From an optimization exercise on the open Yosys and OpenROAD flow, aimed at small area, a short achievable clock period and few clock cycles; shortcuts taken in it are not production practice.
Function was checked by simulation only, so behaviour that the tests miss may differ from the original.

==> flow/design.v <==
`timescale 1 ns / 100 ps
module mult1_fa(a, b, ci, s, co);
	input a, b, ci;
	output s, co;
	assign s  = a ^ b ^ ci;
	assign co = (a & b) | (a & ci) | (b & ci);
endmodule
module mult1_ha(a, b, s, co);
	input a, b;
	output s, co;
	assign s  = a ^ b;
	assign co = a & b;
endmodule
module mult1_ha1(a, b, s, co);
	input a, b;
	output s, co;
	assign s  = ~(a ^ b);
	assign co = a | b;
endmodule
module mult1_row(a, one, two, neg, r);
	input [31:0] a;
	input one, two, neg;
	output [33:0] r;
	wire [32:0] m = ({1'b0, a} & {33{one}}) | ({a, 1'b0} & {33{two}});
	assign r = {~neg, m ^ {33{neg}}};
endmodule
module mult1_enc(b, one, two, neg);
	input [2:0] b;
	output one, two, neg;
	assign one = b[1] ^ b[0];
	assign two = (b[2] & ~b[1] & ~b[0]) | (~b[2] & b[1] & b[0]);
	assign neg = b[2];
endmodule
module mult1_add(a, b, ci, s, c8);
	input [39:0] a, b;
	input ci;
	output [39:0] s;
	output c8;
	wire [39:0] p0 = a ^ b;
	wire [39:0] g0 = a & b;
	wire gg1 = g0[1] | (p0[1] & g0[0]);
	wire pp1 = p0[1] & p0[0];
	wire gg2 = g0[3] | (p0[3] & g0[2]);
	wire pp2 = p0[3] & p0[2];
	wire gg3 = g0[5] | (p0[5] & g0[4]);
	wire pp3 = p0[5] & p0[4];
	wire gg4 = g0[7] | (p0[7] & g0[6]);
	wire pp4 = p0[7] & p0[6];
	wire gg5 = g0[9] | (p0[9] & g0[8]);
	wire pp5 = p0[9] & p0[8];
	wire gg6 = g0[11] | (p0[11] & g0[10]);
	wire pp6 = p0[11] & p0[10];
	wire gg7 = g0[13] | (p0[13] & g0[12]);
	wire pp7 = p0[13] & p0[12];
	wire gg8 = g0[15] | (p0[15] & g0[14]);
	wire pp8 = p0[15] & p0[14];
	wire gg9 = g0[17] | (p0[17] & g0[16]);
	wire pp9 = p0[17] & p0[16];
	wire gg10 = g0[19] | (p0[19] & g0[18]);
	wire pp10 = p0[19] & p0[18];
	wire gg11 = g0[21] | (p0[21] & g0[20]);
	wire pp11 = p0[21] & p0[20];
	wire gg12 = g0[23] | (p0[23] & g0[22]);
	wire pp12 = p0[23] & p0[22];
	wire gg13 = g0[25] | (p0[25] & g0[24]);
	wire pp13 = p0[25] & p0[24];
	wire gg14 = g0[27] | (p0[27] & g0[26]);
	wire pp14 = p0[27] & p0[26];
	wire gg15 = g0[29] | (p0[29] & g0[28]);
	wire pp15 = p0[29] & p0[28];
	wire gg16 = g0[31] | (p0[31] & g0[30]);
	wire pp16 = p0[31] & p0[30];
	wire gg17 = g0[33] | (p0[33] & g0[32]);
	wire pp17 = p0[33] & p0[32];
	wire gg18 = g0[35] | (p0[35] & g0[34]);
	wire pp18 = p0[35] & p0[34];
	wire gg19 = g0[37] | (p0[37] & g0[36]);
	wire pp19 = p0[37] & p0[36];
	wire gg20 = g0[39] | (p0[39] & g0[38]);
	wire pp20 = p0[39] & p0[38];
	wire gg21 = g0[2] | (p0[2] & gg1);
	wire pp21 = p0[2] & pp1;
	wire gg22 = gg2 | (pp2 & gg1);
	wire pp22 = pp2 & pp1;
	wire gg23 = g0[6] | (p0[6] & gg3);
	wire pp23 = p0[6] & pp3;
	wire gg24 = gg4 | (pp4 & gg3);
	wire pp24 = pp4 & pp3;
	wire gg25 = g0[10] | (p0[10] & gg5);
	wire pp25 = p0[10] & pp5;
	wire gg26 = gg6 | (pp6 & gg5);
	wire pp26 = pp6 & pp5;
	wire gg27 = g0[14] | (p0[14] & gg7);
	wire pp27 = p0[14] & pp7;
	wire gg28 = gg8 | (pp8 & gg7);
	wire pp28 = pp8 & pp7;
	wire gg29 = g0[18] | (p0[18] & gg9);
	wire pp29 = p0[18] & pp9;
	wire gg30 = gg10 | (pp10 & gg9);
	wire pp30 = pp10 & pp9;
	wire gg31 = g0[22] | (p0[22] & gg11);
	wire pp31 = p0[22] & pp11;
	wire gg32 = gg12 | (pp12 & gg11);
	wire pp32 = pp12 & pp11;
	wire gg33 = g0[26] | (p0[26] & gg13);
	wire pp33 = p0[26] & pp13;
	wire gg34 = gg14 | (pp14 & gg13);
	wire pp34 = pp14 & pp13;
	wire gg35 = g0[30] | (p0[30] & gg15);
	wire pp35 = p0[30] & pp15;
	wire gg36 = gg16 | (pp16 & gg15);
	wire pp36 = pp16 & pp15;
	wire gg37 = g0[34] | (p0[34] & gg17);
	wire pp37 = p0[34] & pp17;
	wire gg38 = gg18 | (pp18 & gg17);
	wire pp38 = pp18 & pp17;
	wire gg39 = g0[38] | (p0[38] & gg19);
	wire pp39 = p0[38] & pp19;
	wire gg40 = gg20 | (pp20 & gg19);
	wire pp40 = pp20 & pp19;
	wire gg41 = g0[4] | (p0[4] & gg22);
	wire pp41 = p0[4] & pp22;
	wire gg42 = gg3 | (pp3 & gg22);
	wire pp42 = pp3 & pp22;
	wire gg43 = gg23 | (pp23 & gg22);
	wire pp43 = pp23 & pp22;
	wire gg44 = gg24 | (pp24 & gg22);
	wire pp44 = pp24 & pp22;
	wire gg45 = g0[12] | (p0[12] & gg26);
	wire pp45 = p0[12] & pp26;
	wire gg46 = gg7 | (pp7 & gg26);
	wire pp46 = pp7 & pp26;
	wire gg47 = gg27 | (pp27 & gg26);
	wire pp47 = pp27 & pp26;
	wire gg48 = gg28 | (pp28 & gg26);
	wire pp48 = pp28 & pp26;
	wire gg49 = g0[20] | (p0[20] & gg30);
	wire pp49 = p0[20] & pp30;
	wire gg50 = gg11 | (pp11 & gg30);
	wire pp50 = pp11 & pp30;
	wire gg51 = gg31 | (pp31 & gg30);
	wire pp51 = pp31 & pp30;
	wire gg52 = gg32 | (pp32 & gg30);
	wire pp52 = pp32 & pp30;
	wire gg53 = g0[28] | (p0[28] & gg34);
	wire pp53 = p0[28] & pp34;
	wire gg54 = gg15 | (pp15 & gg34);
	wire pp54 = pp15 & pp34;
	wire gg55 = gg35 | (pp35 & gg34);
	wire pp55 = pp35 & pp34;
	wire gg56 = gg36 | (pp36 & gg34);
	wire pp56 = pp36 & pp34;
	wire gg57 = g0[36] | (p0[36] & gg38);
	wire pp57 = p0[36] & pp38;
	wire gg58 = gg19 | (pp19 & gg38);
	wire pp58 = pp19 & pp38;
	wire gg59 = gg39 | (pp39 & gg38);
	wire pp59 = pp39 & pp38;
	wire gg60 = gg40 | (pp40 & gg38);
	wire pp60 = pp40 & pp38;
	wire gg61 = g0[8] | (p0[8] & gg44);
	wire pp61 = p0[8] & pp44;
	wire gg62 = gg5 | (pp5 & gg44);
	wire pp62 = pp5 & pp44;
	wire gg63 = gg25 | (pp25 & gg44);
	wire pp63 = pp25 & pp44;
	wire gg64 = gg26 | (pp26 & gg44);
	wire pp64 = pp26 & pp44;
	wire gg65 = gg45 | (pp45 & gg44);
	wire pp65 = pp45 & pp44;
	wire gg66 = gg46 | (pp46 & gg44);
	wire pp66 = pp46 & pp44;
	wire gg67 = gg47 | (pp47 & gg44);
	wire pp67 = pp47 & pp44;
	wire gg68 = gg48 | (pp48 & gg44);
	wire pp68 = pp48 & pp44;
	wire gg69 = g0[24] | (p0[24] & gg52);
	wire pp69 = p0[24] & pp52;
	wire gg70 = gg13 | (pp13 & gg52);
	wire pp70 = pp13 & pp52;
	wire gg71 = gg33 | (pp33 & gg52);
	wire pp71 = pp33 & pp52;
	wire gg72 = gg34 | (pp34 & gg52);
	wire pp72 = pp34 & pp52;
	wire gg73 = gg53 | (pp53 & gg52);
	wire pp73 = pp53 & pp52;
	wire gg74 = gg54 | (pp54 & gg52);
	wire pp74 = pp54 & pp52;
	wire gg75 = gg55 | (pp55 & gg52);
	wire pp75 = pp55 & pp52;
	wire gg76 = gg56 | (pp56 & gg52);
	wire pp76 = pp56 & pp52;
	wire gg77 = g0[16] | (p0[16] & gg68);
	wire pp77 = p0[16] & pp68;
	wire gg78 = gg9 | (pp9 & gg68);
	wire pp78 = pp9 & pp68;
	wire gg79 = gg29 | (pp29 & gg68);
	wire pp79 = pp29 & pp68;
	wire gg80 = gg30 | (pp30 & gg68);
	wire pp80 = pp30 & pp68;
	wire gg81 = gg49 | (pp49 & gg68);
	wire pp81 = pp49 & pp68;
	wire gg82 = gg50 | (pp50 & gg68);
	wire pp82 = pp50 & pp68;
	wire gg83 = gg51 | (pp51 & gg68);
	wire pp83 = pp51 & pp68;
	wire gg84 = gg52 | (pp52 & gg68);
	wire pp84 = pp52 & pp68;
	wire gg85 = gg69 | (pp69 & gg68);
	wire pp85 = pp69 & pp68;
	wire gg86 = gg70 | (pp70 & gg68);
	wire pp86 = pp70 & pp68;
	wire gg87 = gg71 | (pp71 & gg68);
	wire pp87 = pp71 & pp68;
	wire gg88 = gg72 | (pp72 & gg68);
	wire pp88 = pp72 & pp68;
	wire gg89 = gg73 | (pp73 & gg68);
	wire pp89 = pp73 & pp68;
	wire gg90 = gg74 | (pp74 & gg68);
	wire pp90 = pp74 & pp68;
	wire gg91 = gg75 | (pp75 & gg68);
	wire pp91 = pp75 & pp68;
	wire gg92 = gg76 | (pp76 & gg68);
	wire pp92 = pp76 & pp68;
	wire gg93 = g0[32] | (p0[32] & gg92);
	wire pp93 = p0[32] & pp92;
	wire gg94 = gg17 | (pp17 & gg92);
	wire pp94 = pp17 & pp92;
	wire gg95 = gg37 | (pp37 & gg92);
	wire pp95 = pp37 & pp92;
	wire gg96 = gg38 | (pp38 & gg92);
	wire pp96 = pp38 & pp92;
	wire gg97 = gg57 | (pp57 & gg92);
	wire pp97 = pp57 & pp92;
	wire gg98 = gg58 | (pp58 & gg92);
	wire pp98 = pp58 & pp92;
	wire gg99 = gg59 | (pp59 & gg92);
	wire pp99 = pp59 & pp92;
	wire gg100 = gg60 | (pp60 & gg92);
	wire pp100 = pp60 & pp92;
	assign s = p0 ^ {(gg99 | (pp99 & ci)), (gg98 | (pp98 & ci)), (gg97 | (pp97 & ci)), (gg96 | (pp96 & ci)), (gg95 | (pp95 & ci)), (gg94 | (pp94 & ci)), (gg93 | (pp93 & ci)), (gg92 | (pp92 & ci)), (gg91 | (pp91 & ci)), (gg90 | (pp90 & ci)), (gg89 | (pp89 & ci)), (gg88 | (pp88 & ci)), (gg87 | (pp87 & ci)), (gg86 | (pp86 & ci)), (gg85 | (pp85 & ci)), (gg84 | (pp84 & ci)), (gg83 | (pp83 & ci)), (gg82 | (pp82 & ci)), (gg81 | (pp81 & ci)), (gg80 | (pp80 & ci)), (gg79 | (pp79 & ci)), (gg78 | (pp78 & ci)), (gg77 | (pp77 & ci)), (gg68 | (pp68 & ci)), (gg67 | (pp67 & ci)), (gg66 | (pp66 & ci)), (gg65 | (pp65 & ci)), (gg64 | (pp64 & ci)), (gg63 | (pp63 & ci)), (gg62 | (pp62 & ci)), (gg61 | (pp61 & ci)), (gg44 | (pp44 & ci)), (gg43 | (pp43 & ci)), (gg42 | (pp42 & ci)), (gg41 | (pp41 & ci)), (gg22 | (pp22 & ci)), (gg21 | (pp21 & ci)), (gg1 | (pp1 & ci)), (g0[0] | (p0[0] & ci)), ci};
	assign c8 = (gg44 | (pp44 & ci));
endmodule
module mult1(clk, rst, start, ack, multiplicand, multiplier, product, done);
	input clk;
	input rst;
	input start;
	input ack;
	input [31:0] multiplicand;
	input [31:0] multiplier;
	output [63:0] product;
	output done;
reg        idle_q;   
reg        iter_q;   
reg        fin_q;    
reg        done_q;   
reg        first_q;  
reg [1:0]  cnt;
reg [31:0] a_q;      
reg [31:0] b_q;      
reg [34:0] s_q;      
reg [33:0] c_q;      
reg [7:0]  sl_q;     
reg [7:0]  cl_q;     
reg        cy_q;     
reg        ng_q;     
assign done    = done_q;
assign product = {a_q, b_q};
wire last = (cnt == 2'd3);
wire [9:0] nb = idle_q ? {multiplier[9:2], 2'b00} : {b_q[17:16] & {2{cnt != 2'd2}}, b_q[15:9], 1'b0};
wire [3:0] one_d, two_d, neg_d;
mult1_enc e1 (.b(nb[3:1]), .one(one_d[0]), .two(two_d[0]), .neg(neg_d[0]));
mult1_enc e2 (.b(nb[5:3]), .one(one_d[1]), .two(two_d[1]), .neg(neg_d[1]));
mult1_enc e3 (.b(nb[7:5]), .one(one_d[2]), .two(two_d[2]), .neg(neg_d[2]));
mult1_enc e4 (.b(nb[9:7]), .one(one_d[3]), .two(two_d[3]), .neg(neg_d[3]));
reg [3:0] one_q, two_q, neg_q;
always @(posedge clk) begin
	one_q <= one_d;
	two_q <= two_d;
	neg_q <= neg_d;
end
wire neg1 = neg_q[0], neg2 = neg_q[1], neg3 = neg_q[2], neg4 = neg_q[3];
wire [33:0] r1, r2, r3, r4;
mult1_row w1 (.a(a_q), .one(one_q[0]), .two(two_q[0]), .neg(neg_q[0]), .r(r1));
mult1_row w2 (.a(a_q), .one(one_q[1]), .two(two_q[1]), .neg(neg_q[1]), .r(r2));
mult1_row w3 (.a(a_q), .one(one_q[2]), .two(two_q[2]), .neg(neg_q[2]), .r(r3));
mult1_row w4 (.a(a_q), .one(one_q[3]), .two(two_q[3]), .neg(neg_q[3]), .r(r4));
reg f0_q, f1_q, nf_q;
always @(posedge clk) begin
	f0_q <= idle_q & multiplier[0];
	f1_q <= idle_q & multiplier[1];
	nf_q <= ~idle_q;
end
wire [34:0] sx = {s_q[34] | ~nf_q, s_q[33:32] & {2{nf_q}}, (a_q & {32{f0_q}}) | (s_q[31:0] & {32{nf_q}})};
wire [33:0] cx = {c_q[33] & nf_q, (a_q & {32{f1_q}}) | (c_q[32:1] & {32{nf_q}}), c_q[0] & nf_q};
wire        n0 = ng_q & nf_q;
wire s1, k2, s3, k4, s5, k6, s7, k8, s9, k10, s11, k12, s13, k14, s15, k16, s17, k18, s19, k20, s21, k22, s23, k24, s25, k26, s27, k28, s29, k30, s31, k32, s33, k34, s35, k36, s37, k38, s39, k40, s41, k42, s43, k44, s45, k46, s47, k48, s49, k50, s51, k52, s53, k54, s55, k56, s57, k58, s59, k60, s61, k62, s63, k64, s65, k66, s67, k68, s69, k70, s71, k72, s73, k74, s75, k76, s77, k78, s79, k80, s81, k82, s83, k84, s85, k86, s87, k88, s89, k90, s91, k92, s93, k94, s95, k96, s97, k98, s99, k100, s101, k102, s103, k104, s105, k106, s107, k108, s109, k110, s111, k112, s113, k114, s115, k116, s117, k118, s119, k120, s121, k122, s123, k124, s125, k126, s127, k128, s129, k130, s131, k132, s133, k134, s135, k136, s137, k138, s139, k140, s141, k142, s143, k144, s145, k146, s147, k148, s149, k150, s151, k152, s153, k154, s155, k156, s157, k158, s159, k160, s161, k162, s163, k164, s165, k166, s167, k168, s169, k170, s171, k172, s173, k174, s175, k176, s177, k178, s179, k180, s181, k182, s183, k184, s185, k186, s187, k188, s189, k190, s191, k192, s193, k194, s195, k196, s197, k198, s199, k200, s201, k202, s203, k204, s205, k206, s207, k208, s209, k210, s211, k212, s213, k214, s215, k216, s217, k218, s219, k220, s221, k222, s223, k224, s225, k226, s227, k228, s229, k230, s231, k232, s233, k234, s235, k236, s237, k238, s239, k240, s241, k242, s243, k244, s245, k246, s247, k248, s249, k250, s251, k252, s253, k254, s255, k256, s257, k258, s259, k260, s261, k262, s263, k264, s265, k266, s267, k268, s269, k270, s271, k272, s273, k274, s275, k276, s277, k278, s279;
mult1_ha h2 (.a(neg2), .b(sx[4]), .s(s1), .co(k2));
mult1_ha h4 (.a(sx[5]), .b(cx[5]), .s(s3), .co(k4));
mult1_fa f6 (.a(neg3), .b(sx[6]), .ci(cx[6]), .s(s5), .co(k6));
mult1_ha h8 (.a(r1[4]), .b(r2[2]), .s(s7), .co(k8));
mult1_fa f10 (.a(sx[7]), .b(cx[7]), .ci(r1[5]), .s(s9), .co(k10));
mult1_ha h12 (.a(r2[3]), .b(r3[1]), .s(s11), .co(k12));
mult1_fa f14 (.a(sx[8]), .b(cx[8]), .ci(r1[6]), .s(s13), .co(k14));
mult1_fa f16 (.a(r2[4]), .b(r3[2]), .ci(r4[0]), .s(s15), .co(k16));
mult1_fa f18 (.a(sx[9]), .b(cx[9]), .ci(r1[7]), .s(s17), .co(k18));
mult1_fa f20 (.a(r2[5]), .b(r3[3]), .ci(r4[1]), .s(s19), .co(k20));
mult1_fa f22 (.a(sx[10]), .b(cx[10]), .ci(r1[8]), .s(s21), .co(k22));
mult1_fa f24 (.a(r2[6]), .b(r3[4]), .ci(r4[2]), .s(s23), .co(k24));
mult1_fa f26 (.a(sx[11]), .b(cx[11]), .ci(r1[9]), .s(s25), .co(k26));
mult1_fa f28 (.a(r2[7]), .b(r3[5]), .ci(r4[3]), .s(s27), .co(k28));
mult1_fa f30 (.a(sx[12]), .b(cx[12]), .ci(r1[10]), .s(s29), .co(k30));
mult1_fa f32 (.a(r2[8]), .b(r3[6]), .ci(r4[4]), .s(s31), .co(k32));
mult1_fa f34 (.a(sx[13]), .b(cx[13]), .ci(r1[11]), .s(s33), .co(k34));
mult1_fa f36 (.a(r2[9]), .b(r3[7]), .ci(r4[5]), .s(s35), .co(k36));
mult1_fa f38 (.a(sx[14]), .b(cx[14]), .ci(r1[12]), .s(s37), .co(k38));
mult1_fa f40 (.a(r2[10]), .b(r3[8]), .ci(r4[6]), .s(s39), .co(k40));
mult1_fa f42 (.a(sx[15]), .b(cx[15]), .ci(r1[13]), .s(s41), .co(k42));
mult1_fa f44 (.a(r2[11]), .b(r3[9]), .ci(r4[7]), .s(s43), .co(k44));
mult1_fa f46 (.a(sx[16]), .b(cx[16]), .ci(r1[14]), .s(s45), .co(k46));
mult1_fa f48 (.a(r2[12]), .b(r3[10]), .ci(r4[8]), .s(s47), .co(k48));
mult1_fa f50 (.a(sx[17]), .b(cx[17]), .ci(r1[15]), .s(s49), .co(k50));
mult1_fa f52 (.a(r2[13]), .b(r3[11]), .ci(r4[9]), .s(s51), .co(k52));
mult1_fa f54 (.a(sx[18]), .b(cx[18]), .ci(r1[16]), .s(s53), .co(k54));
mult1_fa f56 (.a(r2[14]), .b(r3[12]), .ci(r4[10]), .s(s55), .co(k56));
mult1_fa f58 (.a(sx[19]), .b(cx[19]), .ci(r1[17]), .s(s57), .co(k58));
mult1_fa f60 (.a(r2[15]), .b(r3[13]), .ci(r4[11]), .s(s59), .co(k60));
mult1_fa f62 (.a(sx[20]), .b(cx[20]), .ci(r1[18]), .s(s61), .co(k62));
mult1_fa f64 (.a(r2[16]), .b(r3[14]), .ci(r4[12]), .s(s63), .co(k64));
mult1_fa f66 (.a(sx[21]), .b(cx[21]), .ci(r1[19]), .s(s65), .co(k66));
mult1_fa f68 (.a(r2[17]), .b(r3[15]), .ci(r4[13]), .s(s67), .co(k68));
mult1_fa f70 (.a(sx[22]), .b(cx[22]), .ci(r1[20]), .s(s69), .co(k70));
mult1_fa f72 (.a(r2[18]), .b(r3[16]), .ci(r4[14]), .s(s71), .co(k72));
mult1_fa f74 (.a(sx[23]), .b(cx[23]), .ci(r1[21]), .s(s73), .co(k74));
mult1_fa f76 (.a(r2[19]), .b(r3[17]), .ci(r4[15]), .s(s75), .co(k76));
mult1_fa f78 (.a(sx[24]), .b(cx[24]), .ci(r1[22]), .s(s77), .co(k78));
mult1_fa f80 (.a(r2[20]), .b(r3[18]), .ci(r4[16]), .s(s79), .co(k80));
mult1_fa f82 (.a(sx[25]), .b(cx[25]), .ci(r1[23]), .s(s81), .co(k82));
mult1_fa f84 (.a(r2[21]), .b(r3[19]), .ci(r4[17]), .s(s83), .co(k84));
mult1_fa f86 (.a(sx[26]), .b(cx[26]), .ci(r1[24]), .s(s85), .co(k86));
mult1_fa f88 (.a(r2[22]), .b(r3[20]), .ci(r4[18]), .s(s87), .co(k88));
mult1_fa f90 (.a(sx[27]), .b(cx[27]), .ci(r1[25]), .s(s89), .co(k90));
mult1_fa f92 (.a(r2[23]), .b(r3[21]), .ci(r4[19]), .s(s91), .co(k92));
mult1_fa f94 (.a(sx[28]), .b(cx[28]), .ci(r1[26]), .s(s93), .co(k94));
mult1_fa f96 (.a(r2[24]), .b(r3[22]), .ci(r4[20]), .s(s95), .co(k96));
mult1_fa f98 (.a(sx[29]), .b(cx[29]), .ci(r1[27]), .s(s97), .co(k98));
mult1_fa f100 (.a(r2[25]), .b(r3[23]), .ci(r4[21]), .s(s99), .co(k100));
mult1_fa f102 (.a(sx[30]), .b(cx[30]), .ci(r1[28]), .s(s101), .co(k102));
mult1_fa f104 (.a(r2[26]), .b(r3[24]), .ci(r4[22]), .s(s103), .co(k104));
mult1_fa f106 (.a(sx[31]), .b(cx[31]), .ci(r1[29]), .s(s105), .co(k106));
mult1_fa f108 (.a(r2[27]), .b(r3[25]), .ci(r4[23]), .s(s107), .co(k108));
mult1_fa f110 (.a(sx[32]), .b(cx[32]), .ci(r1[30]), .s(s109), .co(k110));
mult1_fa f112 (.a(r2[28]), .b(r3[26]), .ci(r4[24]), .s(s111), .co(k112));
mult1_fa f114 (.a(sx[33]), .b(cx[33]), .ci(r1[31]), .s(s113), .co(k114));
mult1_fa f116 (.a(r2[29]), .b(r3[27]), .ci(r4[25]), .s(s115), .co(k116));
mult1_fa f118 (.a(sx[34]), .b(r1[32]), .ci(r2[30]), .s(s117), .co(k118));
mult1_ha1 g120 (.a(r3[28]), .b(r4[26]), .s(s119), .co(k120));
mult1_fa f122 (.a(r1[33]), .b(r2[31]), .ci(r3[29]), .s(s121), .co(k122));
mult1_ha h124 (.a(r2[32]), .b(r3[30]), .s(s123), .co(k124));
mult1_ha h126 (.a(neg1), .b(sx[2]), .s(s125), .co(k126));
mult1_ha h128 (.a(sx[3]), .b(cx[3]), .s(s127), .co(k128));
mult1_fa f130 (.a(cx[4]), .b(r1[2]), .ci(r2[0]), .s(s129), .co(k130));
mult1_fa f132 (.a(r1[3]), .b(r2[1]), .ci(k2), .s(s131), .co(k132));
mult1_fa f134 (.a(r3[0]), .b(k4), .ci(s5), .s(s133), .co(k134));
mult1_fa f136 (.a(k6), .b(k8), .ci(s11), .s(s135), .co(k136));
mult1_fa f138 (.a(k12), .b(k10), .ci(s13), .s(s137), .co(k138));
mult1_fa f140 (.a(k14), .b(s17), .ci(k16), .s(s139), .co(k140));
mult1_fa f142 (.a(k18), .b(s21), .ci(k20), .s(s141), .co(k142));
mult1_fa f144 (.a(k22), .b(s25), .ci(k24), .s(s143), .co(k144));
mult1_fa f146 (.a(k26), .b(s29), .ci(k28), .s(s145), .co(k146));
mult1_fa f148 (.a(k30), .b(s33), .ci(k32), .s(s147), .co(k148));
mult1_fa f150 (.a(k34), .b(s37), .ci(k36), .s(s149), .co(k150));
mult1_fa f152 (.a(k38), .b(s41), .ci(k40), .s(s151), .co(k152));
mult1_fa f154 (.a(k42), .b(s45), .ci(k44), .s(s153), .co(k154));
mult1_fa f156 (.a(k46), .b(s49), .ci(k48), .s(s155), .co(k156));
mult1_fa f158 (.a(k50), .b(s53), .ci(k52), .s(s157), .co(k158));
mult1_fa f160 (.a(k54), .b(s57), .ci(k56), .s(s159), .co(k160));
mult1_fa f162 (.a(k58), .b(s61), .ci(k60), .s(s161), .co(k162));
mult1_fa f164 (.a(k62), .b(s65), .ci(k64), .s(s163), .co(k164));
mult1_fa f166 (.a(k66), .b(s69), .ci(k68), .s(s165), .co(k166));
mult1_fa f168 (.a(k70), .b(s73), .ci(k72), .s(s167), .co(k168));
mult1_fa f170 (.a(k74), .b(s77), .ci(k76), .s(s169), .co(k170));
mult1_fa f172 (.a(k78), .b(s81), .ci(k80), .s(s171), .co(k172));
mult1_fa f174 (.a(k82), .b(s85), .ci(k84), .s(s173), .co(k174));
mult1_fa f176 (.a(k86), .b(s89), .ci(k88), .s(s175), .co(k176));
mult1_fa f178 (.a(k90), .b(s93), .ci(k92), .s(s177), .co(k178));
mult1_fa f180 (.a(k94), .b(s97), .ci(k96), .s(s179), .co(k180));
mult1_fa f182 (.a(k98), .b(s101), .ci(k100), .s(s181), .co(k182));
mult1_fa f184 (.a(k102), .b(s105), .ci(k104), .s(s183), .co(k184));
mult1_fa f186 (.a(k106), .b(s109), .ci(k108), .s(s185), .co(k186));
mult1_fa f188 (.a(k110), .b(s113), .ci(k112), .s(s187), .co(k188));
mult1_fa f190 (.a(k114), .b(s117), .ci(s119), .s(s189), .co(k190));
mult1_fa f192 (.a(r4[27]), .b(k118), .ci(k120), .s(s191), .co(k192));
mult1_fa f194 (.a(r4[28]), .b(s123), .ci(k122), .s(s193), .co(k194));
mult1_fa f196 (.a(r2[33]), .b(r3[31]), .ci(r4[29]), .s(s195), .co(k196));
mult1_ha h198 (.a(r3[32]), .b(r4[30]), .s(s197), .co(k198));
mult1_ha h200 (.a(n0), .b(sx[0]), .s(s199), .co(k200));
mult1_ha h202 (.a(sx[1]), .b(cx[1]), .s(s201), .co(k202));
mult1_fa f204 (.a(cx[2]), .b(r1[0]), .ci(s125), .s(s203), .co(k204));
mult1_fa f206 (.a(r1[1]), .b(k126), .ci(s127), .s(s205), .co(k206));
mult1_fa f208 (.a(k128), .b(s1), .ci(s129), .s(s207), .co(k208));
mult1_fa f210 (.a(s3), .b(k130), .ci(s131), .s(s209), .co(k210));
mult1_fa f212 (.a(s7), .b(k132), .ci(s133), .s(s211), .co(k212));
mult1_fa f214 (.a(s9), .b(k134), .ci(s135), .s(s213), .co(k214));
mult1_fa f216 (.a(s15), .b(k136), .ci(s137), .s(s215), .co(k216));
mult1_fa f218 (.a(s19), .b(k138), .ci(s139), .s(s217), .co(k218));
mult1_fa f220 (.a(s23), .b(k140), .ci(s141), .s(s219), .co(k220));
mult1_fa f222 (.a(s27), .b(k142), .ci(s143), .s(s221), .co(k222));
mult1_fa f224 (.a(s31), .b(k144), .ci(s145), .s(s223), .co(k224));
mult1_fa f226 (.a(s35), .b(k146), .ci(s147), .s(s225), .co(k226));
mult1_fa f228 (.a(s39), .b(k148), .ci(s149), .s(s227), .co(k228));
mult1_fa f230 (.a(s43), .b(k150), .ci(s151), .s(s229), .co(k230));
mult1_fa f232 (.a(s47), .b(k152), .ci(s153), .s(s231), .co(k232));
mult1_fa f234 (.a(s51), .b(k154), .ci(s155), .s(s233), .co(k234));
mult1_fa f236 (.a(s55), .b(k156), .ci(s157), .s(s235), .co(k236));
mult1_fa f238 (.a(s59), .b(k158), .ci(s159), .s(s237), .co(k238));
mult1_fa f240 (.a(s63), .b(k160), .ci(s161), .s(s239), .co(k240));
mult1_fa f242 (.a(s67), .b(k162), .ci(s163), .s(s241), .co(k242));
mult1_fa f244 (.a(s71), .b(k164), .ci(s165), .s(s243), .co(k244));
mult1_fa f246 (.a(s75), .b(k166), .ci(s167), .s(s245), .co(k246));
mult1_fa f248 (.a(s79), .b(k168), .ci(s169), .s(s247), .co(k248));
mult1_fa f250 (.a(s83), .b(k170), .ci(s171), .s(s249), .co(k250));
mult1_fa f252 (.a(s87), .b(k172), .ci(s173), .s(s251), .co(k252));
mult1_fa f254 (.a(s91), .b(k174), .ci(s175), .s(s253), .co(k254));
mult1_fa f256 (.a(s95), .b(k176), .ci(s177), .s(s255), .co(k256));
mult1_fa f258 (.a(s99), .b(k178), .ci(s179), .s(s257), .co(k258));
mult1_fa f260 (.a(s103), .b(k180), .ci(s181), .s(s259), .co(k260));
mult1_fa f262 (.a(s107), .b(k182), .ci(s183), .s(s261), .co(k262));
mult1_fa f264 (.a(s111), .b(k184), .ci(s185), .s(s263), .co(k264));
mult1_fa f266 (.a(s115), .b(k186), .ci(s187), .s(s265), .co(k266));
mult1_fa f268 (.a(k116), .b(k188), .ci(s189), .s(s267), .co(k268));
mult1_fa f270 (.a(s121), .b(k190), .ci(s191), .s(s269), .co(k270));
mult1_ha1 g272 (.a(s193), .b(k192), .s(s271), .co(k272));
mult1_fa f274 (.a(k124), .b(s195), .ci(k194), .s(s273), .co(k274));
mult1_ha1 g276 (.a(s197), .b(k196), .s(s275), .co(k276));
mult1_fa f278 (.a(r3[33]), .b(r4[31]), .ci(k198), .s(s277), .co(k278));
assign s279 = ~r4[32];
wire [42:0] st = {1'b0, r4[32], k278, k276, k274, k272, k270, k268, k266, k264, k262, k260, k258, k256, k254, k252, k250, k248, k246, k244, k242, k240, k238, k236, k234, k232, k230, k228, k226, k224, k222, k220, k218, k216, k214, k212, k210, k208, k206, k204, k202, k200, s199};
wire [42:0] ct = {1'b0, r4[33], s279, s277, s275, s273, s271, s269, s267, s265, s263, s261, s259, s257, s255, s253, s251, s249, s247, s245, s243, s241, s239, s237, s235, s233, s231, s229, s227, s225, s223, s221, s219, s217, s215, s213, s211, s209, s207, s205, s203, s201, cx[0]};
wire [39:0] sum;
wire        lo8;
mult1_add ad (.a({s_q[31:0], sl_q}), .b({c_q[31:0], cl_q}), .ci(cy_q), .s(sum), .c8(lo8));
wire [8:0]  lo  = {lo8, sum[7:0]};
wire a_nz = |multiplicand;
wire b_nz = |multiplier;
always @(posedge clk or posedge rst)
	if (rst) begin
		idle_q  <= 1'b1;
		iter_q  <= 1'b0;
		fin_q   <= 1'b0;
		done_q  <= 1'b0;
		first_q <= 1'b1;
		cnt     <= 2'd0;
	end else begin
		idle_q  <= (idle_q & ~start) | (done_q & ack);
		iter_q  <= (idle_q & start & a_nz & b_nz) | (iter_q & ~last);
		fin_q   <= iter_q & last;
		done_q  <= fin_q | (idle_q & start & ~(a_nz & b_nz)) | (done_q & ~ack);
		first_q <= idle_q;
		cnt     <= iter_q ? cnt + 2'd1 : 2'd0;
	end
always @(posedge clk) begin
	s_q  <= st[42:8];
	c_q  <= ct[41:8];
	sl_q <= st[7:0];
	cl_q <= ct[7:0];
	cy_q <= lo[8] & ~first_q;
	ng_q <= neg4;
end
always @(posedge clk)
	if (idle_q) begin
		a_q <= multiplicand & {32{b_nz}};
		b_q <= multiplier & {32{a_nz}};
	end else if (iter_q | fin_q) begin
		b_q <= {lo[7:0], b_q[31:8]};
		if (fin_q)
			a_q <= sum[39:8];
	end
endmodule
==> flow/flow/run.sh <==
#!/bin/bash
# The standard layout (standard.sh: the ORFS synthesis and flow), with one change:
# the port buffers that ORFS's buffer_ports inserts are the small sky130_fd_sc_hd__buf_1
# instead of the delay-cell buffer it picks by default. Every port still gets a buffer.
set -euo pipefail
export BUFFER_PORTS_ARGS="-buffer_cell sky130_fd_sc_hd__buf_1"
bash standard.sh finish > standard.log 2>&1
==> flow/standard.sh <==
#!/bin/bash
# synth_recipe.tcl (not shown) runs the flow's synth.tcl, then flattens the netlist and writes it again
# the make line also repeats each setting of config.mk as NAME=value (left out here)
make -C /OpenROAD-flow-scripts/flow DESIGN_CONFIG=/design/flow/config.mk WORK_HOME=/design/flow/orfs CLKGATE_MAP_FILE= SYNTH_SCRIPT=/design/flow/synth_recipe.tcl "${@:-finish}"
==> flow/config.mk <==
export PLATFORM = sky130hd
export DESIGN_NAME = mult1
export DESIGN_NICKNAME = mult1
export VERILOG_FILES = /design/flow/design.v
export SDC_FILE = /design/flow/constraint.sdc
export NUM_CORES = 4
export LEC_CHECK = 0
export CAP_MARGIN = 20
export CORE_MARGIN = 2
export CORE_UTILIZATION = 65
export CTS_BUF_LIST = sky130_fd_sc_hd__clkbuf_4 sky130_fd_sc_hd__clkbuf_8
export SETUP_SLACK_MARGIN = 2.4
export SLEW_MARGIN = 20
export SYNTH_HIERARCHICAL = 1
export SYNTH_MINIMUM_KEEP_SIZE = 0
==> flow/constraint.sdc <==
create_clock -name core_clock -period 5.0 [get_ports {clk}]
set_input_delay 1.0000 -clock core_clock [delete_from_list [all_inputs] [get_ports {clk}]]
set_output_delay 1.0000 -clock core_clock [all_outputs]
set_load 0.01 [all_outputs]
==> flow_metrics.tcl, run 1 <==
set metrics [dict create \
    yosysMostFrequentCell "xnor2_1" \
    rsz0062_at_grt "yes" \
    worstRegToRegCells 13 \
    drv_cap 0 \
    postSynthCellCount 1146 \
    wl_mm 42.49 \
    diodes 0 \
    ys_seq_area_share_pct 31.97 \
    core_um2 19460 \
    synthTopCellsByArea "fa_1 (20%), dfxtp_1 (16%), edfxtp_1 (15%)" \
    synth_area_um2 12890 \
    wl_per_cell_um 25.99 \
    yosysUniqueCellTypes 55 \
    syn_nets 1395 \
    min_path_type "input port to async pin" \
    synth_commonest_cells "xnor2_1 (153), fa_1 (127), a22oi_1 (124), nand2_1 (103), dfxtp_1 (101)" \
    synth_flop_cell "dfxtp_1" \
    vias 10854 \
    die_area_um2 20980 \
    ant_nets 0 \
    synth_top_area_share_pct 19.72 \
    report.final.slew_viol_count 0 \
    cts_tree "built" \
    synth_edf_count 64 \
    synthMuxAreaShare_pct 0 \
    end_kind "flip-flop" \
    grt-ovfl-total 0 \
    ys_async_sr_fraction_pct 4.070 \
    placed_cells 1476 \
    reg2reg_from "s_q[0]$_DFF_P_" \
    slew_headroom_pct 39.26 \
    cts.sinks 172 \
    h-tree-depth 4 \
    synth_seq_cells 172 \
    cts_buffers 17 \
    synthAdderAreaFrac_pct 24.96 \
    clk_pin_slew_ps 100 \
    track_usage_pct 37.32 \
    grt_max_degree 69 \
    antenna_found_initial 1 \
    die_x_um 144.8 \
    hold_violations 0 \
    crit_required_ps 5210 \
    synth_top_family_by_area "adder cells" \
    finClkSkew_ps 12.81 \
    fin_cells 1635 \
    arrival_ps 2940 \
    vias_per_cell 6.639 \
    worstReg2RegEnd "a_q[29]$_DFFE_PP_" \
    cp_slowest_stage_delay_ps 380 \
    path_buf_inv 3 \
    r2r_setup_slack_ps 2270 \
    row_count 51 \
    synth_xor_area_share_pct 11.48 \
    root_buffer "clkbuf_8" \
    crit_slowest_cell "dfxtp_1" \
    drt_iter0_drc 1178 \
    syn_area_per_cell_um2 11.25 \
    layout_min_cycle_time_ps 2734 \
    drive_gt1_share_pct 21.24 \
    synth_compound_area_share_pct 20.53 \
    drc_errors 0 \
    first_pass_iters 6 \
    fin_nets 1607 \
    hpwl_mm 24.39 \
    yosysWarnings 7 \
    fin_crit_sh_pct 54.68 \
    worstSkewPairLatency_ps 470 \
    fmax_ghz 0.3658 \
    tightest_slew_ps 911.0 \
    syn_to_final_growth_pct 21.08 \
    worstPathCellList "ha_1 > a21oi_1 > o21ai_1 > a31oi_2 > o31ai_4 > buf_12 > a32oi_4 > o31ai_4 > buf_4 > buf_12 > a31oi_2 > xnor2_1 > o2bb2ai_1" \
    crit_fanout 5 \
    hold_ws_ps 419.8 \
    clockBufferDepth 2 \
    fill_cells 1201 \
    worst-path-stages 13 \
    io_buffer_count 132 \
    critical_path_class "flip-flop to flip-flop" \
    yosys.area_share.simple_pct 6.396 \
    synth_top_area_cell "fa_1" \
    cp_top_family "compound AO/OA/AOI/OAI gates" \
    die_y_um 144.8 \
    gp_congestion 0.9374 \
    status "complete, no violations" \
    setup_tns_ps 0 \
    grt_pass1_wl_mm 58.06 \
    setup_viol 0 \
    startpoint_type "flip-flop" \
    boundaryPins 133 \
    grt_pass1_vias 10238 \
    start_util_pct 66.24 \
]
==> registers in the layout (all words and copies together), names as in the netlist, 2 cells and up <==
| register | flops |
|---|---|
| b_q | 32 |
| a_q | 32 |
| two_q | 4 |
| one_q | 4 |
| cnt | 2 |
| s_q | 34 |
| neg_q | 4 |
| c_q | 34 |
| sl_q | 8 |
| cl_q | 8 |
==> Yosys stat by module (local to each module, per instance) <==
module	cell area, µm²	flip-flops and latches
mult1_enc	38.79	0
mult1	5988	172
mult1_row	609.3	0
mult1_ha1	27.53	0
mult1_fa	20.02	0
mult1_add	1582	0
mult1_ha	12.51	0
==> final cells by class <==
class	count	area [µm²]	area share, %
clock buffer	17	234.0	1.499
sequential	172	4193	26.86
multi-input combinational	867	8703	55.75
timing repair buffer	271	1857	11.89
inverter	29	108.9	0.6973
clock inverter	14	182.7	1.170
tap	265	331.6	2.124
==> cells in the final DEF (no fill, tap or decap), drive strengths merged, types with 25 or more instances in the layout <==
cell type  netlist  layout
xnor2          153     153
nand2          103     103
fa             127     127
a22oi          124     124
buf             48     268
dfxtp          101     101
a21oi           25      25
edfxtp          64      64
o2bb2ai         55      55
inv             29      36
ha              54      54
a22o            64      64
==> kinds of logic after synthesis <==
group / count (synthesis)
fa+ha+maj: 181
xor+xnor: 169
simple gates: 180
flops: 172
compound gates: 336
buf+inv: 108
==> worst max path at each step <==
| stage | startpoint | endpoint | slack [ps] |
|---|---|---|---|
| 3_5_place_dp | one_q[1]$_DFF_P_ | c_q[26]$_DFF_P_ | 1840 |
| 2_1_floorplan | sl_q[0]$_DFF_P_ | a_q[30]$_DFFE_PP_ | 2410 |
| 3_3_place_gp | one_q[0]$_DFF_P_ | c_q[20]$_DFF_P_ | 1780 |
| 5_1_grt | s_q[0]$_DFF_P_ | a_q[29]$_DFFE_PP_ | 2210 |
| 6_report | s_q[0]$_DFF_P_ | a_q[29]$_DFFE_PP_ | 2270 |
| 4_1_cts | cl_q[0]$_DFF_P_ | a_q[29]$_DFFE_PP_ | 2350 |
==> per-stage QoR <==
stage / utilization [%] / setup slack, ps / instance area [µm²]
floorplan: - / 2405 / 12890
global placement: 68.52 / 1779 / 13340
detailed placement: 68.54 / 1842 / 13340
CTS: 74.88 / 2350 / 14570
global route: 80.21 / 2212 / 15610
finish: 80.21 / 2266 / 15610
==> what timing repair did <==
action	in CTS	in global routing
pin swaps	24	23
gates resized for setup	77	63
hold buffers	0	0
endpoints found under the setup margin	87	66
setup buffers	46	80
gates cloned	1	1
==> layer usage <==
layer / part of all wire, % / track usage, % / up-vias
met4: 3.9 / 14.51 / 2
met3: 11 / 8.259 / 133
met5: 0.033 / 0 / -
met2: 48 / 59.09 / 772
met1: 36 / 50.46 / 5344
li1: - / - / 4603
Testbench counts, summed over its fixed seeds: cycles 3,299.
==> run 2, diff against run 1 <==
--- a/flow/config.mk
+++ b/flow/config.mk
@@ -8,8 +8,7 @@
 export CAP_MARGIN = 20
 export CORE_MARGIN = 2
 export CORE_UTILIZATION = 65
-export CTS_BUF_LIST = sky130_fd_sc_hd__clkbuf_4 sky130_fd_sc_hd__clkbuf_8
-export SETUP_SLACK_MARGIN = 2.4
+export SETUP_SLACK_MARGIN = 2.0
 export SLEW_MARGIN = 20
 export SYNTH_HIERARCHICAL = 1
 export SYNTH_MINIMUM_KEEP_SIZE = 0
==> run 2 against run 1 <==
Effect of this change: non-clock buffer count shrank 124; critical path type unchanged; maximum frequency shrank 5.5%; still clean; utilization shrank 8.1 points; design area shrank 10%.
==> flow_metrics.tcl, run 2 <==
set metrics [dict create \
    ys_seq_area_share_pct 31.97 \
    synthAdderAreaFrac_pct 24.96 \
    fin_nets 1482 \
    core_um2 19460 \
    synth_area_um2 12890 \
    status "complete, no violations" \
    worstReg2RegEnd "c_q[19]$_DFF_P_" \
    root_buffer "clkbuf_16" \
    yosysMostFrequentCell "xnor2_1" \
    synth_top_family_by_area "adder cells" \
    grt_pass1_wl_mm 54.79 \
    grt_max_degree 69 \
    layout_min_cycle_time_ps 2892 \
    die_area_um2 20980 \
    grt_pass1_vias 9731 \
    layout.cells.most_common "xnor2_1" \
    boundaryPins 133 \
    yosys.area_share.simple_pct 6.396 \
    synth_commonest_cells "xnor2_1 (153), fa_1 (127), a22oi_1 (124), nand2_1 (103), dfxtp_1 (101)" \
    report.final.slew_viol_count 0 \
    h-tree-depth 4 \
    die_x_um 144.8 \
    synthMuxAreaShare_pct 0 \
    wl_mm 35.88 \
    synth_edf_count 64 \
    hold_ws_ps 456.7 \
    crit_fanout 32 \
    synth_xor_area_share_pct 11.48 \
    min_path_type "flip-flop to flip-flop" \
    gp_congestion 0.9374 \
    drc_errors 0 \
    fmax_ghz 0.3458 \
    end_kind "flip-flop" \
    fin_cells 1510 \
    critical_path_class "flip-flop to flip-flop" \
    r2r_setup_slack_ps 2110 \
    hold_end "cnt[0]$_DFF_PP0_" \
    syn_area_per_cell_um2 11.25 \
    syn_nets 1395 \
    rsz0062_at_grt "yes" \
    drive_gt1_share_pct 6.265 \
    syn_to_final_growth_pct 8.861 \
    cts_tree "built" \
    clk_pin_slew_ps 70 \
    antenna_found_initial 0 \
    fin_crit_sh_pct 57.83 \
    reg.largest.list "c_q x34, s_q x34" \
    setup_tns_ps 0 \
    hpwl_mm 24.39 \
    die_y_um 144.8 \
    crit_required_ps 5300 \
    reg2reg_from "one_q[2]$_DFF_P_" \
    vias 9807 \
    ys_async_sr_fraction_pct 4.070 \
    worstSkewPairLatency_ps 430 \
    setup_viol 0 \
    synthTopCellsByArea "fa_1 (20%), dfxtp_1 (16%), edfxtp_1 (15%)" \
    tightest_slew_ps 980.3 \
    mostFrequentLayoutCells "xnor2_1 (153), buf_1 (132), fa_1 (127), a22oi_1 (124), nand2_1 (103)" \
    synth_top_area_share_pct 19.72 \
    drv_cap 0 \
    ant_nets 0 \
    synth_top_area_cell "fa_1" \
    startpoint_type "flip-flop" \
    wl_per_cell_um 23.76 \
    arrival_ps 3190 \
    whs_path_depth 1 \
    grt-ovfl-total 0 \
    synth_compound_area_share_pct 20.53 \
    synth_flop_cell "dfxtp_1" \
    drt_iter0_drc 939 \
    vias_per_cell 6.495 \
    worstRegToRegCells 5 \
    hold_path.startpoint "cnt[0]$_DFF_PP0_" \
    cts.sinks 172 \
    diodes 0 \
    slew_headroom_pct 34.49 \
    track_usage_pct 35.20 \
    hold_violations 0 \
    fill_cells 1448 \
    start_util_pct 66.24 \
    clockBufferDepth 2 \
    yosysUniqueCellTypes 55 \
    placed_cells 1476 \
    yosysWarnings 7 \
    synth_seq_cells 172 \
    io_buffer_count 132 \
    cts_buffers 17 \
    row_count 51 \
    first_pass_iters 7 \
    postSynthCellCount 1146 \
    finClkSkew_ps 11.29 \
]
==> run 2: cell counts after synthesis <==
No cell type changed its count.
==> run 2: cell families after synthesis <==
logic type                 after synthesis
DFF                                    172
and+or+nand+nor                        180
xor gates and xnor gates               169
buffers and inverters                  108
AOI/OAI and AO/OA                      336
adders and majority gates              181
==> run 2: final cells by class <==
cell class / count / area, µm² / share of cell area, %
tap: 265 / 331.6 / 2.362
multi-input combinational: 866 / 8204 / 58.46
sequential: 172 / 4149 / 29.56
clock inverter: 14 / 182.7 / 1.302
timing repair buffer: 147 / 633.1 / 4.511
clock buffer: 17 / 425.4 / 3.031
inverter: 29 / 108.9 / 0.7756
==> run 2: worst max-delay path: stages (launching register included) <==
cell and delay [ps]:
dfxtp_2 910, a22oi_1 250, xnor2_1 200, fa_1 450
fa_1 530, fa_1 430
==> run 2: metal layers <==
layer	up-vias	track usage, %	part of all wire (%)
li1	4350	-	-
met1	4879	47.75	40
met2	520	57.13	49
met3	58	8.391	9.2
met4	0	9.453	2.1
met5	-	0	0
==> run 2: worst max path at each step <==
| stage | start | to | slack [ps] | depth (start not counted) |
|---|---|---|---|---|
| after floorplan | sl_q[0]$_DFF_P_ | a_q[30]$_DFFE_PP_ | 2410 | 10 |
| after global placement | one_q[0]$_DFF_P_ | c_q[20]$_DFF_P_ | 1780 | 5 |
| after detailed placement | one_q[1]$_DFF_P_ | c_q[26]$_DFF_P_ | 1840 | 6 |
| after CTS | neg_q[1]$_DFF_P_ | c_q[4]$_DFF_P_ | 2030 | 5 |
| after global routing | cl_q[7]$_DFF_P_ | a_q[30]$_DFFE_PP_ | 1970 | 12 |
| final | one_q[2]$_DFF_P_ | c_q[19]$_DFF_P_ | 2110 | 5 |
==> run 2: Yosys stat by module (local to each module, per instance) <==
module,flops+latches,times used,cells inside,cell area (µm²)
mult1_enc,0,4,5,38.79
mult1_ha,0,10,1,12.51
mult1_row,0,4,77,609.3
mult1_fa,0,126,1,20.02
mult1,172,1,469,5988
mult1_add,0,1,198,1582
mult1_ha1,0,3,5,27.53
==> run 2: stage by stage <==
stage               area (µm²)  util, %  setup slack (ps)
finish                   14030    72.11              2108
global route             14030    72.11              1971
CTS                      13990    71.86              2027
detailed placement       13340    68.54              1842
global placement         13340    68.52              1779
floorplan                12890        -              2405
==> run 2: timing repair <==
action	in CTS	in global routing
hold buffers	0	0
pin swaps	1	4
setup endpoints to repair	43	25
setup buffers	1	2
resized for setup	5	6
==> run 3, diff against run 2 <==
==> flow/flow/run.sh (replaced) <==
#!/bin/bash
# The standard layout (standard.sh: the ORFS synthesis and flow), with two changes:
# the port buffers that ORFS's buffer_ports inserts are the small sky130_fd_sc_hd__buf_1
# instead of the delay-cell buffer it picks by default (every port still gets a buffer),
# and after timing repair ORFS's power recovery downsizes cells off the critical paths.
set -euo pipefail
export BUFFER_PORTS_ARGS="-buffer_cell sky130_fd_sc_hd__buf_1"
export RECOVER_POWER=100
bash standard.sh finish > standard.log 2>&1
==> run 3 against run 2 <==
Effect of this change: the layout now fails its checks (capacitance limit, slew limit); first-iteration DRC count down 6.5%; worst hold slack hardly changed; highest routed layer unchanged.
==> flow_metrics.tcl, run 3 <==
set metrics [dict create \
    synth_top_area_share_pct 19.72 \
    synthAdderAreaFrac_pct 24.96 \
    status "finished with violations" \
    core_um2 19460 \
    syn_to_final_growth_pct 7.997 \
    wl_per_cell_um 23.85 \
    synthMuxAreaShare_pct 0 \
    drv_cap 5 \
    root_buffer "clkbuf_16" \
    startpoint_type "flip-flop" \
    yosysWarnings 7 \
    worstRegToRegCells 11 \
    diodes 0 \
    report.final.slew_viol_count 181 \
    finClkSkew_ps 9.798 \
    synth_top_family_by_area "adder cells" \
    hold_path.startpoint "cnt[0]$_DFF_PP0_" \
    synth_seq_cells 172 \
    synth_compound_area_share_pct 20.53 \
    postSynthCellCount 1146 \
    cts_tree "built" \
    drt_iter0_drc 878 \
    r2r_setup_slack_ps 1170 \
    tightest_slew_ps 2701 \
    grt-ovfl-total 0 \
    crit_required_ps 5150 \
    fmax_ghz 0.2608 \
    syn_nets 1395 \
    grt_pass1_wl_mm 54.79 \
    placed_cells 1476 \
    first_pass_iters 6 \
    fin_nets 1482 \
    synth_commonest_cells "xnor2_1 (153), fa_1 (127), a22oi_1 (124), nand2_1 (103), dfxtp_1 (101)" \
    die_y_um 144.8 \
    min_path_type "flip-flop to flip-flop" \
    setup_tns_ps 0 \
    die_area_um2 20980 \
    cts_hold_buf 0 \
    track_usage_pct 35.20 \
    reg2reg_from "sl_q[0]$_DFF_P_" \
    so.violations "capacitance limit, slew limit" \
    synth_top_area_cell "fa_1" \
    ant_nets 0 \
    yosys.area_share.simple_pct 6.396 \
    syn_area_per_cell_um2 11.25 \
    setup_viol 0 \
    arrival_ps 3980 \
    mostFrequentLayoutCells "xnor2_1 (153), buf_1 (132), fa_1 (127), a22oi_1 (124), nand2_1 (103)" \
    critical_path_class "flip-flop to flip-flop" \
    clockBufferDepth 2 \
    gp_congestion 0.9374 \
    io_buffer_count 132 \
    synth_edf_count 64 \
    start_util_pct 66.24 \
    ys_seq_area_share_pct 31.97 \
    synth_flop_cell "dfxtp_1" \
    fin_cells 1510 \
    die_x_um 144.8 \
    wl_mm 36.01 \
    row_count 51 \
    hold_violations 0 \
    drc_errors 0 \
    rsz0062_at_grt "yes" \
    drive_gt1_share_pct 4.819 \
    slew_headroom_pct -80.09 \
    grt_max_degree 69 \
    cts_buffers 17 \
    synthTopCellsByArea "fa_1 (20%), dfxtp_1 (16%), edfxtp_1 (15%)" \
    hpwl_mm 24.39 \
    yosysMostFrequentCell "xnor2_1" \
    synth_xor_area_share_pct 11.48 \
    worstSkewPairLatency_ps 430 \
    antenna_found_initial 0 \
    clk_pin_slew_ps 70 \
    crit_fanout 6 \
    h-tree-depth 4 \
    vias 9819 \
    ys_async_sr_fraction_pct 4.070 \
    end_kind "flip-flop" \
    whs_path_depth 1 \
    grt_pass1_vias 9731 \
    boundaryPins 133 \
    vias_per_cell 6.503 \
    worstReg2RegEnd "a_q[23]$_DFFE_PP_" \
    yosysUniqueCellTypes 55 \
    hold_end "cnt[0]$_DFF_PP0_" \
    layout.cells.most_common "xnor2_1" \
    cts.sinks 172 \
    layout_min_cycle_time_ps 3834 \
    reg.largest.list "c_q x34, s_q x34" \
    fin_crit_sh_pct 76.68 \
    synth_area_um2 12890 \
]
==> run 3: cell count changes in the layout (fill, tap and decap cells not counted), moves of 2 or more <==
cell / change
buf_12: -2
and2_0: +2
o21ai_0: +3
clkbuf_1: +6
dfxtp_2: -3
and2_1: -2
buf_4: -4
dfxtp_1: +3
o21ai_1: -2
==> run 3: worst max path at each step <==
stage                      from                 to  slack (ps)  cells after the start
2_1_floorplan   sl_q[0]$_DFF_P_  a_q[30]$_DFFE_PP_        2410                     10
3_3_place_gp   one_q[0]$_DFF_P_    c_q[20]$_DFF_P_        1780                      5
3_5_place_dp   one_q[1]$_DFF_P_    c_q[26]$_DFF_P_        1840                      6
4_1_cts        neg_q[1]$_DFF_P_     c_q[4]$_DFF_P_        2030                      5
5_1_grt         sl_q[0]$_DFF_P_  a_q[23]$_DFFE_PP_        1000                     11
6_report        sl_q[0]$_DFF_P_  a_q[23]$_DFFE_PP_        1170                     11
==> run 3: kinds of logic (layout without fill, tap and decap cells) <==
| group | after synthesis | in the layout |
|---|---|---|
| buffers and inverters | 108 | 207 |
| and+or+nand+nor | 180 | 180 |
| xor gates and xnor gates | 169 | 169 |
| adders and majority gates | 181 | 181 |
| DFF | 172 | 172 |
| AOI/OAI and AO/OA | 336 | 336 |
==> run 3: critical path, cell delays in order (launching register included) <==
cell and delay (ps):
dfxtp_1 330, ha_1 330, a211oi_1 380, o21bai_2 110, a21oi_1 450, o31ai_4 110, clkbuf_1 290, a32oi_1 600
o21ai_0 380, a41oi_1 330, xnor2_1 120, o2bb2ai_1 130
==> run 3: what timing repair did <==
item                                   4_1_cts  5_1_grt
setup endpoints to repair                   43       25
setup buffers                                1        2
resized for setup                            5        6
pin swaps                                    1        4
endpoints found under the hold margin        0        0
==> run 3: Yosys stat by module, one instance, submodules excluded <==
module	copies in the design	area, µm²	cells inside	flip-flops and latches
mult1	1	5988	469	172
mult1_add	1	1582	198	0
mult1_enc	4	38.79	5	0
mult1_fa	126	20.02	1	0
mult1_ha	10	12.51	1	0
mult1_ha1	3	27.53	5	0
mult1_row	4	609.3	77	0
==> run 3: final cells by class <==
| type | instances | area [µm²] |
|---|---|---|
| multi-input combinational | 866 | 8144 |
| fill | 1462 | 5539 |
| sequential | 172 | 4145 |
| timing repair buffer | 147 | 585.6 |
| clock buffer | 17 | 425.4 |
| tap | 265 | 331.6 |
| clock inverter | 14 | 182.7 |
| inverter | 29 | 108.9 |
==> run 3: stage by stage <==
stage	hold slack (ps)	cell area [µm²]	util, %	setup slack, ps
floorplan	325.8	12890	-	2405
global placement	445.9	13340	68.52	1779
detailed placement	449.3	13340	68.54	1842
CTS	459.8	13990	71.86	2027
global route	474.4	13920	71.54	1004
finish	456.3	13920	71.54	1166
==> run 3: per-layer routing <==
layer  up-vias  part of all wire [%]  global-route usage (%)
met5         -                     0                       0
met4         0                   2.0                   9.453
met3        49                   8.9                   8.391
met2       496                    49                   57.13
met1      4925                    40                   47.75
li1       4349                     -                       -
==> run 4, diff against run 3 <==
--- a/flow/config.mk
+++ b/flow/config.mk
@@ -8,7 +8,7 @@
 export CAP_MARGIN = 20
 export CORE_MARGIN = 2
 export CORE_UTILIZATION = 65
-export SETUP_SLACK_MARGIN = 2.0
+export SETUP_SLACK_MARGIN = 2.3
 export SLEW_MARGIN = 20
 export SYNTH_HIERARCHICAL = 1
 export SYNTH_MINIMUM_KEEP_SIZE = 0
==> run 4 against run 3 <==
Effect of this change: critical path type unchanged; clock skew grew 1.2 ps; maximum frequency grew 4.3%; the layout still fails its checks (capacitance limit, slew limit); first-iteration DRC count shrank 1.0%; final cell count grew 2.6%; die area is the same; global-route usage grew 0.61 points.
==> flow_metrics.tcl, run 4 <==
set metrics [dict create \
    status "finished with violations" \
    so.violations "capacitance limit, slew limit" \
    fmax_ghz 0.2720 \
    ant_nets 0 \
    finClkSkew_ps 10.95 \
    drive_gt1_share_pct 8.794 \
    drt_iter0_drc 869 \
    layout.cells.most_common "xnor2_1" \
    crit_required_ps 5280 \
    die_area_um2 20980 \
    gp_congestion 0.9374 \
    hpwl_mm 24.39 \
    startpoint "sl_q[0]$_DFF_P_" \
    report.final.slew_viol_count 100 \
    rsz0062_at_grt "yes" \
    clk_pin_slew_ps 70 \
    boundaryPins 133 \
    min_path_type "flip-flop to flip-flop" \
    ys_async_sr_fraction_pct 4.070 \
    setup_viol 0 \
    placed_cells 1476 \
    crit_slowest_cell "a32oi_1" \
    use_met3_pct 9.016 \
    ys_seq_area_share_pct 31.97 \
    io_buffer_count 132 \
    worstPathCellList "ha_1 > a211oi_1 > o21bai_2 > a21oi_1 > o31ai_1 > clkbuf_1 > a32oi_1 > o21ai_0 > a2111o_1 > nand3_1 > o2bb2ai_1" \
    whs_path_depth 1 \
    yosysUniqueCellTypes 55 \
    row_count 51 \
    mostFrequentLayoutCells "xnor2_1 (153), buf_1 (132), fa_1 (126), a22oi_1 (124), nand2_1 (103)" \
    postSynthCellCount 1146 \
    hold_ws_ps 455.9 \
    antenna_found_initial 0 \
    wl_mm 37.63 \
    drc_errors 0 \
    yosysWarnings 7 \
    drv_cap 3 \
    synthTopCellsByArea "fa_1 (20%), dfxtp_1 (16%), edfxtp_1 (15%)" \
    endpoint "a_q[22]$_DFFE_PP_" \
    grt_pass1_vias 9812 \
    syn_to_final_growth_pct 11.67 \
    end_kind "flip-flop" \
    cts_tree "built" \
    r2r_setup_slack_ps 1320 \
    start_util_pct 66.24 \
    busiest_layer "met2" \
    worstReg2RegEnd "a_q[22]$_DFFE_PP_" \
    hold_violations 0 \
    reg.largest.list "c_q x34, s_q x34" \
    startpoint_type "flip-flop" \
    fin_cells 1550 \
    track_usage_pct 35.80 \
    fin_crit_sh_pct 73.53 \
    synth_top_area_cell "fa_1" \
    setup_tns_ps 0 \
    die_y_um 144.8 \
    hold_path.startpoint "cnt[0]$_DFF_PP0_" \
    vias 10091 \
    synth_top_area_share_pct 19.72 \
    layout_min_cycle_time_ps 3676 \
    synth_commonest_cells "xnor2_1 (153), fa_1 (127), a22oi_1 (124), nand2_1 (103), dfxtp_1 (101)" \
    postLayoutCoreUtil_pct 73.97 \
    critical_path_class "flip-flop to flip-flop" \
    reg2reg_from "sl_q[0]$_DFF_P_" \
    synth_edf_count 64 \
    cts_buffers 17 \
    grt.met1_usage_pct 48.14 \
    first_pass_iters 8 \
    synth_flop_cell "dfxtp_1" \
    root_buffer "clkbuf_16" \
    die_x_um 144.8 \
    arrival_ps 3960 \
    grtUsageMet2_pct 57.94 \
    vias_per_cell 6.510 \
    crit_fanout 6 \
    fin_nets 1522 \
    cp_slowest_stage_delay_ps 640 \
    cts_hold_buf 0 \
    cts.sinks 172 \
    tightest_slew_ps 2654 \
    clockBufferDepth 2 \
    grt-ovfl-total 0 \
    yosysMostFrequentCell "xnor2_1" \
    slew_headroom_pct -76.93 \
    diodes 0 \
    wl_per_cell_um 24.28 \
    core_um2 19460 \
    syn_area_per_cell_um2 11.25 \
    worstRegToRegCells 11 \
    synth_seq_cells 172 \
    h-tree-depth 4 \
    grt_pass1_wl_mm 55.65 \
    grt_max_degree 69 \
    worstSkewPairLatency_ps 430 \
    synth_area_um2 12890 \
    syn_nets 1395 \
]
run 4: cell type report:
| type | count | area (µm²) |
|---|---|---|
| fillers | 1411 | 5066 |
| clock buffers | 17 | 425.4 |
| well taps | 265 | 331.6 |
| inverters | 29 | 108.9 |
| clock inverters | 14 | 182.7 |
| flip-flops and latches | 172 | 4169 |
| repair buffers | 187 | 944.7 |
| multi-input cells | 866 | 8234 |
run 4: what timing repair did:
action                                  in CTS  in global routing
setup buffers                                4                 39
gates resized for setup                     30                 25
pin swaps                                    6                  8
endpoints found under the setup margin      84                 43
run 4: cells by family after synthesis:
family	Yosys count	share of synthesized area, %
AOI/OAI and AO/OA	336	20.53
adders and majority gates	181	24.96
and+or+nand+nor	180	6.396
DFF	172	31.97
xor gates and xnor gates	169	11.48
buffers and inverters	108	4.668
run 4: worst min path at each step:
stage	slack (ps)	endpoint
after global placement	450	cnt[0]$_DFF_PP0_
after detailed placement	450	cnt[0]$_DFF_PP0_
after CTS	460	cnt[0]$_DFF_PP0_
final	460	cnt[0]$_DFF_PP0_
after global routing	470	cnt[0]$_DFF_PP0_
after floorplan	330	ng_q$_DFF_P_
run 4: critical path: cells and delay by family (launching register included):
family	cells	cell delay [ps]
and+or+nand+nor	1	90
adders and majority gates	1	350
buffers and inverters	1	270
AOI/OAI and AO/OA	8	2480
DFF	1	330
run 4: Yosys stat by module, one instance, submodules excluded:
module | area (µm²) | flops+latches | copies in the design | cells
mult1 | 5988 | 172 | 1 | 469
mult1_add | 1582 | 0 | 1 | 198
mult1_row | 609.3 | 0 | 4 | 77
mult1_enc | 38.79 | 0 | 4 | 5
mult1_ha1 | 27.53 | 0 | 3 | 5
mult1_fa | 20.02 | 0 | 126 | 1
mult1_ha | 12.51 | 0 | 10 | 1
run 4: metal layers:
layer	wire length [µm]	vias to the layer above
met2	18290	528
met1	14890	5059
met5	0	-
met4	991	0
li1	-	4431
met3	3455	73
run 4: through the flow:
stage	setup WS [ps]	cell area [µm²]
floorplan	2405	12890
global placement	1779	13340
detailed placement	1842	13340
CTS	2285	14130
global route	1227	14400
finish	1324	14400

[separate check: timing with driven ports]
The flow's constraints put no driver on any port. The routed layouts listed below were extracted and timed again, unchanged, in two steps. Step 1: set_driving_cell puts a clkbuf_16 on clk and a buf_2 on each other input, an assumption about the parent block. Step 2, shift: input delay + t, output delay - t, t = (earliest + latest rising clock arrival at the registers) / 2. This alone moves slack from input paths to output paths. a / b / c = ideal / step 1 / step 2; a / b = the first two.
run | shift t [ns] | setup WS [ns] | worst setup path after step 2 | slew at the worst register clock pin (ns) | pins driven straight from the clock port
run 1 | 0.509 | 2.266 / 2.266 / 1.981 | input to register | 0.11 / 0.11 | 1
run 2 | 0.470 | 2.108 / 2.108 / 1.998 | input to register | 0.07 / 0.07 | 1
run 3 | 0.468 | 1.166 / 1.166 / 1.166 | register to register | 0.07 / 0.07 | 1
run 4 | 0.473 | 1.324 / 1.324 / 1.235 | input to register | 0.07 / 0.07 | 1
The setup slack of run 1, which loses most, moves by 0.000 ns with the drivers and by -0.285 ns with both steps.
